Context: an optimization exercise on an open-source flow, tuned for small area. The choices shown serve that exercise and are no tape-out recipe. In this exercise RTL edits were held to simulation tests only and were not proved equivalent to the original. Power figures rest on the tool's default switching activity, not on a simulated workload.

==> flow/design.v (excerpt) <==
module top #(
    parameter DATA_WIDTH = 8,
    parameter BUFFER_SIZE = 2,
    parameter KERNEL_SIZE = 9,
    parameter NUM_OF_MUL = 2,
    parameter DATA_OF_SET = 20,
    parameter IN_NUM_OF_SET = 4,
    parameter OUT_NUM_OF_SET = 3
)(
    input  logic          clk,
    input  logic          rst,
    input  logic [639:0]  din,
    input  logic [71:0]   kernel,
    input  logic [1:0]    op,
    output logic [1279:0] dout,
    output logic          dout_valid
);
==> flow/config.mk <==
export PLATFORM = sky130hd
export DESIGN_NAME = top
export DESIGN_NICKNAME = top
export VERILOG_FILES = /design/flow/design.v
export SDC_FILE = /design/flow/constraint.sdc
export NUM_CORES = 8
export LEC_CHECK = 0
export CAP_MARGIN = 25
export CORE_AREA = 10 10 550 550
export DIE_AREA = 0 0 560 560
export PLACE_DENSITY = 0.55
export SLEW_MARGIN = 25
export SYNTH_HIERARCHICAL = 1
==> flow/constraint.sdc <==
create_clock -name core_clock -period 10.0 [get_ports {clk}]
set_input_delay 2.0000 -clock core_clock [delete_from_list [all_inputs] [get_ports {clk}]]
set_output_delay 2.0000 -clock core_clock [all_outputs]
set_load 0.01 [all_outputs]
standard.sh (not shown) runs the stock make flow with config.mk's settings and CLKGATE_MAP_FILE= SYNTH_SCRIPT=/design/flow/synth_recipe.tcl, a recipe that flattens the netlist after the stock synthesis.
==> flow/flow/run.sh <==
#!/bin/bash
# The standard layout (standard.sh) with these placement settings changed:
#  - plain buf_1 cells as the port buffers (every port still gets one);
#  - pins may sit one routing track apart, so a smaller die holds them;
#  - clock tree: larger sink clusters, small clock buffers, no dummy loads;
#  - one tie cell for the constant outputs (as synthesis leaves it).
set -o pipefail
export BUFFER_PORTS_ARGS="-buffer_cell sky130_fd_sc_hd__buf_1"
export PLACE_PINS_ARGS="-min_distance 1 -min_distance_in_tracks"
export CTS_ARGS="-sink_clustering_enable -repair_clock_nets -dont_use_dummy_load -buf_list {sky130_fd_sc_hd__clkbuf_4 sky130_fd_sc_hd__clkbuf_8} -sink_clustering_size 20 -sink_clustering_max_diameter 45"
export SKIP_REPAIR_TIE_FANOUT=1
bash standard.sh > standard.log 2>&1
The baseline completed with no timing, DRC or antenna violations.
Then changed:
==> flow/flow/run.sh (replaced) <==
#!/bin/bash
# The standard layout (standard.sh) with these placement settings changed:
#  - plain buf_1 cells as the port buffers (every port still gets one);
#  - pins may sit one routing track apart, so a smaller die holds them;
#  - clock tree: larger sink clusters, small clock buffers, no dummy loads;
#  - one tie cell for the constant outputs (as synthesis leaves it);
#  - global routing may use 90% of each layer's tracks (the platform allows 80%).
set -o pipefail
export BUFFER_PORTS_ARGS="-buffer_cell sky130_fd_sc_hd__buf_1"
export PLACE_PINS_ARGS="-min_distance 1 -min_distance_in_tracks"
export CTS_ARGS="-sink_clustering_enable -repair_clock_nets -dont_use_dummy_load -buf_list {sky130_fd_sc_hd__clkbuf_16} -sink_clustering_size 30 -sink_clustering_max_diameter 60"
export SKIP_REPAIR_TIE_FANOUT=1
export FASTROUTE_TCL="$(pwd)/flow/fastroute.tcl"
bash standard.sh > standard.log 2>&1
==> flow/flow/fastroute.tcl (new file) <==
# The platform's global-routing setup (platforms/sky130hd/fastroute.tcl) with
# the layer capacity adjustment lowered from 0.2 to 0.1.
set_global_routing_layer_adjustment $::env(MIN_ROUTING_LAYER)-$::env(MAX_ROUTING_LAYER) 0.1

set_routing_layers -clock $::env(MIN_CLK_ROUTING_LAYER)-$::env(MAX_ROUTING_LAYER)
set_routing_layers -signal $::env(MIN_ROUTING_LAYER)-$::env(MAX_ROUTING_LAYER)
--- a/flow/config.mk
+++ b/flow/config.mk
@@ -7,6 +7,6 @@
 export LEC_CHECK = 0
 export CAP_MARGIN = 25
-export CORE_AREA = 10 10 550 550
-export DIE_AREA = 0 0 560 560
+export CORE_AREA = 10 10 450 450
+export DIE_AREA = 0 0 460 460
 export PLACE_DENSITY = 0.55
 export SLEW_MARGIN = 25
After rerunning: Final area falls by a few percent; sequential share of layout area climbs by 1.6 points; global-route usage came out higher by 5.7 points; wire length fell by roughly a tenth; total power shrinks slightly; worst hold slack gains 0.029 ns.
Then changed:
--- a/flow/flow/run.sh
+++ b/flow/flow/run.sh
@@ -9,5 +9,5 @@
 export BUFFER_PORTS_ARGS="-buffer_cell sky130_fd_sc_hd__buf_1"
 export PLACE_PINS_ARGS="-min_distance 1 -min_distance_in_tracks"
-export CTS_ARGS="-sink_clustering_enable -repair_clock_nets -dont_use_dummy_load -buf_list {sky130_fd_sc_hd__clkbuf_16} -sink_clustering_size 30 -sink_clustering_max_diameter 60"
+export CTS_ARGS="-sink_clustering_enable -repair_clock_nets -dont_use_dummy_load -buf_list {sky130_fd_sc_hd__clkbuf_4 sky130_fd_sc_hd__clkbuf_8} -sink_clustering_size 20 -sink_clustering_max_diameter 45"
 export SKIP_REPAIR_TIE_FANOUT=1
 export FASTROUTE_TCL="$(pwd)/flow/fastroute.tcl"
--- a/flow/config.mk
+++ b/flow/config.mk
@@ -7,7 +7,7 @@
 export LEC_CHECK = 0
 export CAP_MARGIN = 25
-export CORE_AREA = 10 10 450 450
-export DIE_AREA = 0 0 460 460
-export PLACE_DENSITY = 0.55
+export CORE_AREA = 10 10 430 430
+export DIE_AREA = 0 0 440 440
+export PLACE_DENSITY = 0.6
 export SLEW_MARGIN = 25
 export SYNTH_HIERARCHICAL = 1
Wire length went down by 1.1%.
Critical path depth went up by 1.
Sequential share of layout area went up by 0.54 points.
Total power went down by 3.8%.
Clock-buffer cell count went up by 58.
Cell area went down by 0.94%.
Non-clock buffer count went down by 5.

* * *

top, a different RTL version from the one above (not shown whole).
Size: ~6000 cells after synthesis, about 88000 µm² of cells after synthesis.
==> flow/design.v (excerpt) <==
module top #(
    parameter DATA_WIDTH = 8,
    parameter BUFFER_SIZE = 2,
    parameter KERNEL_SIZE = 9,
    parameter NUM_OF_MUL = 2,
    parameter DATA_OF_SET = 20,
    parameter IN_NUM_OF_SET = 4,
    parameter OUT_NUM_OF_SET = 3
)(
    input  logic          clk,
    input  logic          rst,
    input  logic [639:0]  din,
    input  logic [71:0]   kernel,
    input  logic [1:0]    op,
    output logic [1279:0] dout,
    output logic          dout_valid
);
    localparam logic [1:0] READ  = 2'd1;
    localparam logic [1:0] WRITE = 2'd2;
    logic       rd_reg, wr_reg;    
    logic [5:0] cnt;               
    logic       wen;
    always_ff @(posedge clk or posedge rst) begin
        if (rst) begin
            rd_reg <= 1'b0;
            wr_reg <= 1'b0;
            cnt    <= 6'd0;
        end else begin
            rd_reg <= (op == READ);
            wr_reg <= (op == WRITE);
            if (cnt == 6'd32 || ((op == READ) && rd_reg))
                cnt <= 6'd0;
            else if ((op == READ) && !rd_reg)
                cnt <= cnt + 6'd1;
        end
    end
    assign wen        = (op == READ) && !rd_reg && (cnt == 6'd0);
    assign dout_valid = (op == WRITE) && !wr_reg;
    logic [4:1] ph;
    logic       ph2_n;     
    always_ff @(posedge clk or posedge rst) begin
        if (rst) begin
            ph    <= '0;
            ph2_n <= 1'b1;
        end else begin
            ph    <= {ph[3:1], wen};
            ph2_n <= !ph[1];
        end
    end
    logic [3:0][143:0] set_q;
    logic [143:0]      set3_q;
    buffer u_buf (.clk(clk), .wen(wen), .din(din), .dout(set_q), .set3_kept(set3_q));
    logic [71:0] kernel_d;
    always_ff @(posedge clk) kernel_d <= kernel;
    logic [71:0] k_src;
    assign k_src = ({72{ph[2]}} & kernel) | ({72{ph2_n}} & kernel_d);
    logic [71:0] pu0_n, pu1_n, pu2_n;
    assign pu0_n = ~(({72{ph[2]}} & set_q[2][71:0])   | ({72{ph[3]}} & set_q[0][71:0])   | ({72{ph[4]}} & set3_q[71:0]));
    assign pu1_n = ~(({72{ph[2]}} & set_q[2][143:72]) | ({72{ph[3]}} & set_q[0][143:72]) | ({72{ph[4]}} & set3_q[143:72]));
    assign pu2_n = ~(({72{ph[2]}} & set_q[1][71:0])   | ({72{ph2_n}} & set_q[1][143:72]));
    logic [2:0][26:0] d1, d2, d3;
    logic [2:0][71:0] pu_n;
    assign pu_n = {pu2_n, pu1_n, pu0_n};
    for (genvar j = 0; j < 3; j++) begin : g_dec
  ...
export LEC_CHECK = 0
export CAP_MARGIN = 20
export CORE_AREA = 10 10 410 410
export DIE_AREA = 0 0 420 420
export PLACE_DENSITY = 0.65
export SLEW_MARGIN = 20
export SYNTH_HIERARCHICAL = 1
create_clock -name core_clock -period 10.0 [get_ports {clk}]
==> flow/flow/run.sh <==
#!/bin/bash
# The standard layout (standard.sh) with these placement settings changed:
#  - plain buf_1 cells as the port buffers (every port still gets one);
#  - pins may sit one routing track apart, so a smaller die holds them, and
#    the eight result rows' pins for the same bit sit together;
#  - clock tree: larger sink clusters, small clock buffers, no dummy loads;
#  - one tie cell for the constant outputs (as synthesis leaves it);
#  - global routing may use 90% of each layer's tracks (the platform allows 80%).
set -o pipefail
export BUFFER_PORTS_ARGS="-buffer_cell sky130_fd_sc_hd__buf_1"
groups=""
for e in $(seq 0 143); do
  g=""
  for r in $(seq 0 7); do g="$g dout[$((r * 160 + e))]"; done
  groups="$groups -group_pins {$g }"
done
export PLACE_PINS_ARGS="-min_distance 1 -min_distance_in_tracks$groups"
export CTS_ARGS="-sink_clustering_enable -repair_clock_nets -dont_use_dummy_load -buf_list {sky130_fd_sc_hd__clkbuf_4 sky130_fd_sc_hd__clkbuf_8} -sink_clustering_size 18 -sink_clustering_max_diameter 45"
export SKIP_REPAIR_TIE_FANOUT=1
export FASTROUTE_TCL="$(pwd)/flow/fastroute.tcl"
bash standard.sh > standard.log 2>&1
==> flow/flow/fastroute.tcl <==
# The platform's global-routing setup (platforms/sky130hd/fastroute.tcl) with
# the layer capacity adjustment lowered from 0.2 to 0.1.
set_global_routing_layer_adjustment $::env(MIN_ROUTING_LAYER)-$::env(MAX_ROUTING_LAYER) 0.1

set_routing_layers -clock $::env(MIN_CLK_ROUTING_LAYER)-$::env(MAX_ROUTING_LAYER)
set_routing_layers -signal $::env(MIN_ROUTING_LAYER)-$::env(MAX_ROUTING_LAYER)
Next try:
CORE_AREA = 10 10 395 395   (was 10 10 410 410)
DIE_AREA = 0 0 405 405   (was 0 0 420 420)
PLACE_DENSITY = 0.7   (was 0.65)
Now the flow never finished: it broke off in detailed routing (5_2_route).
Global-route usage rises by 2.4 points.
Area after synthesis stays the same.
Synthesized cell count stays the same.
Next try:
--- a/flow/flow/run.sh
+++ b/flow/flow/run.sh
@@ -18 +18 @@
-export CTS_ARGS="-sink_clustering_enable -repair_clock_nets -dont_use_dummy_load -buf_list {sky130_fd_sc_hd__clkbuf_4 sky130_fd_sc_hd__clkbuf_8} -sink_clustering_size 18 -sink_clustering_max_diameter 45"
+export CTS_ARGS="-sink_clustering_enable -repair_clock_nets -dont_use_dummy_load -buf_list {sky130_fd_sc_hd__clkbuf_4 sky130_fd_sc_hd__clkbuf_8} -sink_clustering_size 19 -sink_clustering_max_diameter 44"
Outcome: With this change the flow finished clean; synthesized cell count stays the same; synthesized area does not change; global-route usage barely changes.
Next try:
--- a/flow/flow/run.sh
+++ b/flow/flow/run.sh
@@ -18 +18 @@
-export CTS_ARGS="-sink_clustering_enable -repair_clock_nets -dont_use_dummy_load -buf_list {sky130_fd_sc_hd__clkbuf_4 sky130_fd_sc_hd__clkbuf_8} -sink_clustering_size 19 -sink_clustering_max_diameter 44"
+export CTS_ARGS="-sink_clustering_enable -repair_clock_nets -dont_use_dummy_load -buf_list {sky130_fd_sc_hd__clkbuf_4 sky130_fd_sc_hd__clkbuf_8} -sink_clustering_size 18 -sink_clustering_max_diameter 45"
CAP_MARGIN = 25   (was 20)
CORE_AREA = 10 10 410 410   (was 10 10 395 395)
DIE_AREA = 0 0 420 420   (was 0 0 405 405)
PLACE_DENSITY = 0.65   (was 0.7)
SLEW_MARGIN = 25   (was 20)
After rerunning: Cell area goes up slightly. Register-to-register slack gains 0.13 ns. Worst hold slack improved by 0.018 ns. Worst setup slack gets better by 0.13 ns. Wire length increases slightly. Final cell count goes up by a few percent. Via count falls slightly. Flip-flop and latch count stays the same. Total power went up by a few percent. Die area increases by a little under a tenth. Synthesized area is unchanged.
Next try:
CORE_AREA = 10 10 395 395   (was 10 10 410 410)
DIE_AREA = 0 0 405 405   (was 0 0 420 420)
PLACE_DENSITY = 0.7   (was 0.65)
Outcome:
- core utilization came out higher by 4.6 points
- cell area shrinks slightly
- synthesized cell count does not change
- total power is lower by a few percent
- wire length shrinks slightly
- worst setup slack loses 0.094 ns
- global-route usage came out higher by 2.5 points

* * *

== P ==
RTL: one of the versions met above, not the one the previous note started from.
For scale: ~6100 cells after synthesis, ~2000 I/O pins.
Settings: LEC_CHECK=0, CAP_MARGIN=25, CORE_AREA=10 10 510 510, DIE_AREA=0 0 520 520, PLACE_DENSITY=0.55, SLEW_MARGIN=25, SYNTH_HIERARCHICAL=1; clock period 10.0 ns.
==> flow/flow/run.sh <==
#!/bin/bash
# The standard layout (standard.sh) with these placement settings changed:
#  - plain buf_1 cells as the port buffers (every port still gets one);
#  - pins may sit one routing track apart, so a smaller die holds them;
#  - clock tree: larger sink clusters, small clock buffers, no dummy loads;
#  - one tie cell for the constant outputs (as synthesis leaves it).
set -o pipefail
export BUFFER_PORTS_ARGS="-buffer_cell sky130_fd_sc_hd__buf_1"
export PLACE_PINS_ARGS="-min_distance 1 -min_distance_in_tracks"
export CTS_ARGS="-sink_clustering_enable -repair_clock_nets -dont_use_dummy_load -buf_list {sky130_fd_sc_hd__clkbuf_4 sky130_fd_sc_hd__clkbuf_8} -sink_clustering_size 20 -sink_clustering_max_diameter 45"
export SKIP_REPAIR_TIE_FANOUT=1
bash standard.sh > standard.log 2>&1
Modified inputs, Q compared to P
- a change of DIE_AREA from 0 0 520 520 to 0 0 460 460
- a change of CORE_AREA from 10 10 510 510 to 10 10 450 450
--- a/flow/flow/run.sh
+++ b/flow/flow/run.sh
@@ -10 +10 @@
-export CTS_ARGS="-sink_clustering_enable -repair_clock_nets -dont_use_dummy_load -buf_list {sky130_fd_sc_hd__clkbuf_4 sky130_fd_sc_hd__clkbuf_8} -sink_clustering_size 20 -sink_clustering_max_diameter 45"
+export CTS_ARGS="-sink_clustering_enable -repair_clock_nets -dont_use_dummy_load -buf_list {sky130_fd_sc_hd__clkbuf_16} -sink_clustering_size 30 -sink_clustering_max_diameter 70"
==> run summary <==
- Diff P -> Q: CTS buffer count fell 120, net count after synthesis was more or less identical, global placement routability congestion went down, die height lost 60 µm, combined area of all synthesized cells saw little to no change.
- Sort Q and P by starting density of the core desc -> top: Q
- Against P, Q reports a site row count that is lower.
- P did not stop at any stage, and its layout met the timing, DRC and antenna checks.
- In the summary table, Q is marked failed, with error GRT-0116 raised in 5_1_grt.
Changes in R relative to Q:
--- a/flow/flow/run.sh
+++ b/flow/flow/run.sh
@@ -6 +6,2 @@
-#  - one tie cell for the constant outputs (as synthesis leaves it).
+#  - one tie cell for the constant outputs (as synthesis leaves it);
+#  - global routing may use 90% of each layer's tracks (the platform allows 80%).
@@ -10 +11 @@
-export CTS_ARGS="-sink_clustering_enable -repair_clock_nets -dont_use_dummy_load -buf_list {sky130_fd_sc_hd__clkbuf_16} -sink_clustering_size 30 -sink_clustering_max_diameter 70"
+export CTS_ARGS="-sink_clustering_enable -repair_clock_nets -dont_use_dummy_load -buf_list {sky130_fd_sc_hd__clkbuf_4 sky130_fd_sc_hd__clkbuf_8} -sink_clustering_size 20 -sink_clustering_max_diameter 45"
@@ -11,0 +13 @@
+export FASTROUTE_TCL="$(pwd)/flow/fastroute.tcl"
==> flow/flow/fastroute.tcl (new file) <==
# The platform's global-routing setup (platforms/sky130hd/fastroute.tcl) with
# the layer capacity adjustment lowered from 0.2 to 0.1.
set_global_routing_layer_adjustment $::env(MIN_ROUTING_LAYER)-$::env(MAX_ROUTING_LAYER) 0.1

set_routing_layers -clock $::env(MIN_CLK_ROUTING_LAYER)-$::env(MAX_ROUTING_LAYER)
set_routing_layers -signal $::env(MIN_ROUTING_LAYER)-$::env(MAX_ROUTING_LAYER)
Results
- R closes out successfully: all stages finished, all timing, DRC and antenna checks passed.
- When R is set beside Q, its number of buffers inserted during clock tree synthesis turns out to be 92 larger.
- On placed instance count, Q tracks R almost exactly.
- Where post-placement setup slack is concerned, Q is better than R.
- For cell area after placement, R and Q come out practically identical.
- Between Q and R, the difference in height of the die is negligible.
- The count of H-tree levels built during CTS number comes out higher for R vs Q.
- In the reports for Q and R, the smaller sum of net half-perimeters after detailed placement belongs to R.
- Sort Q and R by placer congestion estimate, ascending, and R comes first.
- Reported for Q and R, quantity of I/O buffers inserted on ports turned out identical to the last digit.
### R -> S
--- a/flow/flow/run.sh
+++ b/flow/flow/run.sh
@@ -6,2 +6 @@
-#  - one tie cell for the constant outputs (as synthesis leaves it);
-#  - global routing may use 90% of each layer's tracks (the platform allows 80%).
+#  - one tie cell for the constant outputs (as synthesis leaves it).
@@ -13 +11,0 @@
-export FASTROUTE_TCL="$(pwd)/flow/fastroute.tcl"
removed: flow/flow/fastroute.tcl
==> run summary <==
Of R and S, only R finishes the flow clean.
Tool error GRT-0116 stopped S during 5_1_grt; no final results.
Diff R -> S: post-place instance area held; clock net sink count held; number of buffers created by CTS went up about 3%; mean post-synth cell area held.

separate check: timing with driven ports:
Ports are ideal in the flow. The routed layouts listed here were re-timed in OpenROAD. Step 1, drivers: a clkbuf_16 drives clk and a buf_2 each remaining input, both assumed. Step 2, shift: input delay + t, output delay - t, t = (earliest + latest rising clock arrival at the registers) / 2. This alone moves slack from input paths to output paths. Three values: no drivers, after step 1, after step 2; two values: the first two.
| run | t, ns | slack for setup (ns) | hold WS [ns] | slew at the worst register clock pin (ns) |
|---|---|---|---|---|
| the first run of note 1 | 1.101 | 0.787 / 0.787 / 0.051 | 0.305 / 0.305 / 0.305 | 0.11 / 0.11 |
| the second run of note 1 | 0.882 | 0.872 / 0.872 / 0.114 | 0.334 / 0.334 / 0.334 | 0.11 / 0.11 |
| the third run of note 1 | 1.071 | 1.052 / 1.052 / 0.012 | 0.364 / 0.364 / 0.364 | 0.12 / 0.12 |
| the first run of note 2 | 1.046 | 1.006 / 1.006 / 0.197 | 0.292 / 0.292 / 0.292 | 0.11 / 0.11 |
| the third run of note 2 | 1.026 | 0.863 / 0.863 / -0.001 | 0.285 / 0.285 / 0.285 | 0.11 / 0.11 |
| the fourth run of note 2 | 1.038 | 0.991 / 0.991 / 0.131 | 0.304 / 0.304 / 0.304 | 0.11 / 0.11 |
| the fifth run of note 2 | 1.005 | 0.897 / 0.897 / -0.054 | 0.287 / 0.287 / 0.287 | 0.11 / 0.11 |
| P | 1.095 | 0.693 / 0.693 / 0.073 | 0.324 / 0.324 / 0.324 | 0.11 / 0.11 |
| R | 1.077 | 0.934 / 0.934 / 0.149 | 0.362 / 0.362 / 0.362 | 0.11 / 0.11 |
With both steps, setup timing fails in the third run of note 2 and the fifth run of note 2, where it was met with ideal ports. For the third run of note 1, which loses most, drivers alone change the setup slack by 0.000 ns; drivers and shift together by -1.040 ns.
